This is an optimization exercise on Yosys and OpenROAD, whose aim is small area, a short achievable clock period and few clock cycles per item, not a production implementation. In this exercise RTL edits were held to simulation tests only and were not proved equivalent to the original. Power and IR drop assume default switching activity.

Design processor, start of the top module:
module processor (clock, reset, instr, pc, bus, bus_valid, exit);
	input clock;
	input reset;             
	input [15:0] instr;      
	output reg [5:0] pc;     
	output reg [15:0] bus;
	output reg bus_valid;
	output exit;
	reg [2:0] op;            
	reg [7:0] sa, sb;        
	reg [9:0] lo;            
	reg [5:0] alt;           
	reg valid;               
	reg halted;              
	wire [15:0] imm = {{6{lo[9]}}, lo};
	wire [5:0] off = lo[5:0];
	wire ex = valid & ~halted;
	reg [15:0] r0, r1, r2, r3, r4, r5, r6, r7;
	wire [15:0] ra = ({16{sa[0]}} & r0) | ({16{sa[1]}} & r1) | ({16{sa[2]}} & r2) | ({16{sa[3]}} & r3) |
	                 ({16{sa[4]}} & r4) | ({16{sa[5]}} & r5) | ({16{sa[6]}} & r6) | ({16{sa[7]}} & r7);
	wire [15:0] rb = ({16{sb[0]}} & r0) | ({16{sb[1]}} & r1) | ({16{sb[2]}} & r2) | ({16{sb[3]}} & r3) |
  ...
Size: ~710 cells after synthesis, about 42 I/O pins.
clock: 7.0 ns
lec_check: 0
cap_margin: 20
core_margin: 2
core_utilization: 55
cts_buf_list: sky130_fd_sc_hd__clkbuf_4 sky130_fd_sc_hd__clkbuf_8
setup_slack_margin: 4.1
slew_margin: 20
synth_hierarchical: 1
synth_minimum_keep_size: 0
standard.sh (not shown) runs the stock make flow with config.mk's settings and CLKGATE_MAP_FILE= SYNTH_SCRIPT=/design/flow/synth_recipe.tcl, a recipe that flattens the netlist after the stock synthesis.
==> flow/flow/run.sh <==
#!/bin/bash
# Standard layout (the standard.sh, unchanged synthesis and steps), with
# one change: the buffers placed on the ports are sky130_fd_sc_hd__buf_1
# instead of the default cell the port-buffering step picks.
# The make output goes to standard.log; each ORFS step keeps its own log
# under orfs/logs/.
set -euo pipefail
export BUFFER_PORTS_ARGS="-buffer_cell sky130_fd_sc_hd__buf_1"
bash standard.sh > standard.log 2>&1
Testbench counts at the start, summed over its fixed seeds: cycles 45,298, instructions 43,963.
Then changed:
==> flow/flow/run.sh (replaced) <==
#!/bin/bash
set -euo pipefail
export BUFFER_PORTS_ARGS="-buffer_cell sky130_fd_sc_hd__buf_1"
export CTS_ARGS="-sink_clustering_enable -repair_clock_nets -buf_list {sky130_fd_sc_hd__clkbuf_4 sky130_fd_sc_hd__clkbuf_8} -dont_use_dummy_load"
bash standard.sh > standard.log 2>&1
Settings changed: CORE_UTILIZATION 55 to 65, SETUP_SLACK_MARGIN 4.1 to 4.0.
=>
- final cell count goes down by a little under a tenth
- global-route usage goes up by 5.1 points
- utilization goes up by 6.0 points
- clock-buffer cell count goes down by 1
- hold slack is worse by 4.4 ps
- wire length goes down by a few percent
- worst setup slack is worse by 82 ps
- via count goes down slightly
- power goes down by a little under a tenth
- first-iteration DRC count goes up by about a fifth
Then changed:
Settings changed: CORE_UTILIZATION 65 to 55, SETUP_SLACK_MARGIN 4.0 to 4.2.
Area after synthesis stays the same.
Routed wire length came out higher by 8.3%.
Worst setup slack improves by 150 ps.
Clock-buffer cell count does not change.
Global-route usage is lower by 4.7 points.
Critical path depth went up by 1.
Worst hold slack gets worse by 57 ps.
Via count went up by 3.1%.
Then changed:
==> flow/flow/run.sh (replaced) <==
#!/bin/bash
# Standard layout (the standard.sh, unchanged synthesis and steps), with
# one change: the buffers placed on the ports are sky130_fd_sc_hd__buf_1
# instead of the default cell the port-buffering step picks.
# The make output goes to standard.log; each ORFS step keeps its own log
# under orfs/logs/.
set -euo pipefail
export BUFFER_PORTS_ARGS="-buffer_cell sky130_fd_sc_hd__buf_1"
bash standard.sh > standard.log 2>&1
Settings changed: PLACE_DENSITY set to 0.75, SETUP_SLACK_MARGIN 4.2 to 4.0.
After rerunning:
- The changed run passed the timing, DRC and antenna checks
- cell count fell by a few percent
- clock skew fell by 22 ps
- worst hold slack improves by 62 ps
- core utilization fell by 4.6 points
- power fell by a few percent
Then changed:
==> flow/flow/run.sh (replaced) <==
#!/bin/bash
set -euo pipefail
export BUFFER_PORTS_ARGS="-buffer_cell sky130_fd_sc_hd__buf_1"
export CTS_ARGS="-sink_clustering_enable -repair_clock_nets -buf_list {sky130_fd_sc_hd__clkbuf_4 sky130_fd_sc_hd__clkbuf_8} -dont_use_dummy_load"
bash standard.sh > standard.log 2>&1
Settings changed: CORE_UTILIZATION 55 to 45, PLACE_DENSITY 0.75 to not set.
The new run went through all stages and came out clean.
Wire length came out higher by 2.8%.
Global-route usage came out lower by 4.4 points.
Clock skew came out higher by 22 ps.
Die area came out higher by 22%.
Final cell count came out higher by 3.1%.

---

Another version of the RTL of processor (not shown whole).
Size in the first run: roughly 680 cells after synthesis, about 170 flip-flops, about 42 I/O pins, roughly 0.0083 mm^2 of cells after synthesis.
Design processor, start of the top module:
module processor (clock, reset, instr, pc, bus, bus_valid, exit);
	input clock;
	input reset;             
	input [15:0] instr;      
	output reg [5:0] pc;     
	output [15:0] bus;
	output bus_valid;
	output exit;
	reg [2:0] op;            
	reg [7:0] sa, sb;        
	reg [9:0] lo;            
	reg [5:0] alt;           
	reg valid;               
	reg halted;              
	wire [15:0] imm = {{6{lo[9]}}, lo};
	wire [5:0] off = lo[5:0];
	wire ex = valid & ~halted;
	reg [15:0] r0, r1, r2, r3, r4, r5, r6, r7;
	wire [15:0] ra = ({16{sa[0]}} & r0) | ({16{sa[1]}} & r1) | ({16{sa[2]}} & r2) | ({16{sa[3]}} & r3) |
	                 ({16{sa[4]}} & r4) | ({16{sa[5]}} & r5) | ({16{sa[6]}} & r6) | ({16{sa[7]}} & r7);
	wire [15:0] rb = ({16{sb[0]}} & r0) | ({16{sb[1]}} & r1) | ({16{sb[2]}} & r2) | ({16{sb[3]}} & r3) |
	                 ({16{sb[4]}} & r4) | ({16{sb[5]}} & r5) | ({16{sb[6]}} & r6) | ({16{sb[7]}} & r7);
	wire sub = (op == 3'b001);
	wire [15:0] sum;
	addks u_add (.x(ra), .y(rb ^ {16{sub}}), .cin(sub), .s(sum));
	wire s_sum = ~reset & (op == 3'b000 | op == 3'b001);
	wire s_nan = ~reset & (op == 3'b010);
	wire s_imm = ~reset & (op == 3'b101);
	wire s_rep = ~reset & (op == 3'b111);
	wire [15:0] wd = ({16{s_sum}} & sum) | ({16{s_nan}} & ~(ra & rb)) |
	                 ({16{s_imm}} & imm) | ({16{s_rep}} & rb);
	wire wr = ex & (op == 3'b000 | op == 3'b001 | op == 3'b010 | op == 3'b101 | op == 3'b111);
	wire [7:0] we = {8{reset}} | ({8{wr}} & sa);
	always @(posedge clock) begin
		if (we[0]) r0 <= wd;
		if (we[1]) r1 <= wd;
		if (we[2]) r2 <= wd;
		if (we[3]) r3 <= wd;
		if (we[4]) r4 <= wd;
		if (we[5]) r5 <= wd;
		if (we[6]) r6 <= wd;
  ...
export LEC_CHECK = 0
export CAP_MARGIN = 20
export CORE_MARGIN = 2
export CORE_UTILIZATION = 55
export CTS_BUF_LIST = sky130_fd_sc_hd__clkbuf_4 sky130_fd_sc_hd__clkbuf_8
export SETUP_SLACK_MARGIN = 4.0
export SLEW_MARGIN = 20
export SYNTH_HIERARCHICAL = 1
export SYNTH_MINIMUM_KEEP_SIZE = 0
create_clock -name core_clock -period 7.0 [get_ports {clock}]
run.sh (not shown) runs the stock make flow with config.mk's settings and CLKGATE_MAP_FILE= SYNTH_SCRIPT=/design/flow/synth_recipe.tcl, a recipe that flattens the netlist after the stock synthesis.
Stock flow here: none of the scripts above is used.
Testbench counts at the start, summed over its fixed seeds: cycles 45,298, instructions 43,963.
Then changed:
==> flow/flow/run.sh (new file) <==
#!/bin/bash
# Standard layout (the standard.sh, unchanged synthesis and steps), with
# one change: the buffers placed on the ports are sky130_fd_sc_hd__buf_1
# instead of the default cell the port-buffering step picks.
# The make output goes to standard.log; each ORFS step keeps its own log
# under orfs/logs/.
set -euo pipefail
export BUFFER_PORTS_ARGS="-buffer_cell sky130_fd_sc_hd__buf_1"
bash standard.sh > standard.log 2>&1
==> flow/standard.sh (new file) <==
#!/bin/bash
# synth_recipe.tcl (not shown) runs the flow's synth.tcl, then flattens the netlist and writes it again
# the make line also repeats each setting of config.mk as NAME=value (left out here)
make -C /OpenROAD-flow-scripts/flow DESIGN_CONFIG=/design/flow/config.mk WORK_HOME=/design/flow/orfs CLKGATE_MAP_FILE= SYNTH_SCRIPT=/design/flow/synth_recipe.tcl "${@:-finish}"
- SETUP_SLACK_MARGIN: 4.0 -> 3.5
removed: flow/run.sh
The changed run ran to the end with no violations.
Final area drops by 21%.
Synthesized area is unchanged.
Cell count drops by 13%.
Count of clock-buffer cells in the layout drops by 1.
Clock skew drops by 3.9 ps.
Global-route usage drops by 3.5 points.
Then changed:
==> flow/run.sh (new file) <==
#!/bin/bash
# synth_recipe.tcl (not shown) runs the flow's synth.tcl, then flattens the netlist and writes it again
# the make line also repeats each setting of config.mk as NAME=value (left out here)
make -C /OpenROAD-flow-scripts/flow DESIGN_CONFIG=/design/flow/config.mk WORK_HOME=/design/flow/orfs CLKGATE_MAP_FILE= SYNTH_SCRIPT=/design/flow/synth_recipe.tcl finish
- SETUP_SLACK_MARGIN: 3.5 -> 3.0
removed: flow/flow/run.sh
removed: flow/standard.sh
The changed run finished with timing, DRC and antenna clean.
Power drops by 4.0%.
Utilization is higher by 0.85 points.
Worst setup slack is worse by 380 ps.
Wire length grows by about 2.2%.
Fmax goes down by about 10%.
Sequential share of layout area decreases by 0.77 points.
Global-route usage rose by 0.78 points.
Clock-buffer cell count came out higher by 3.
Then changed:
- SETUP_SLACK_MARGIN: 3.0 -> 3.5
Effect:
- The changed run passed the timing, DRC and antenna checks
- power rose by 0.49%
- worst setup slack gets better by 220 ps
- die area does not change
- final area rose by 1.1%

-- port drivers added, routing unchanged --
The flow's constraints put no driver on any port. The routed layouts listed below were extracted and timed again, unchanged, in two steps. Step 1: set_driving_cell puts a clkbuf_16 on clock and a buf_2 on each other input, an assumption about the parent block. Step 2 times the ports against the registers' clock, not the clock port: input delays grow and output delays shrink by t, the midpoint of the rising clock arrivals with the driver on. Slacks: no drivers / after step 1 / after step 2; pairs: no drivers / after step 1.
run	t, ns	setup WS [ns]	worst hold slack (ns)	worst data-port slew with drivers (ns)	pins driven straight from the clock port
the first run of note 1	0.502	4.145 / 4.149 / 3.649	0.508 / 0.508 / 0.508	0.04	1
the second run of note 1	0.514	4.063 / 4.053 / 3.626	0.503 / 0.503 / 0.503	0.03	1
the third run of note 1	0.494	4.209 / 4.209 / 3.736	0.447 / 0.447 / 0.447	0.05	1
the fourth run of note 1	0.509	4.046 / 4.033 / 3.611	0.508 / 0.508 / 0.508	0.03	1
the fifth run of note 1	0.499	3.977 / 3.994 / 3.495	0.496 / 0.496 / 0.496	0.03	1
the first run of note 2	0.508	3.687 / 3.687 / 3.667	0.512 / 0.512 / 0.512	0.04	1
the second run of note 2	0.506	3.637 / 3.597 / 3.471	0.512 / 0.512 / 0.512	0.03	1
the third run of note 2	0.504	3.260 / 3.221 / 3.137	0.516 / 0.516 / 0.516	0.04	1
the fourth run of note 2	0.504	3.477 / 3.438 / 3.174	0.515 / 0.515 / 0.515	0.04	1
After both steps setup and hold are still met in every run listed. The setup slack of the first run of note 1, which loses most, moves by +0.004 ns with the drivers and by -0.496 ns with both steps.
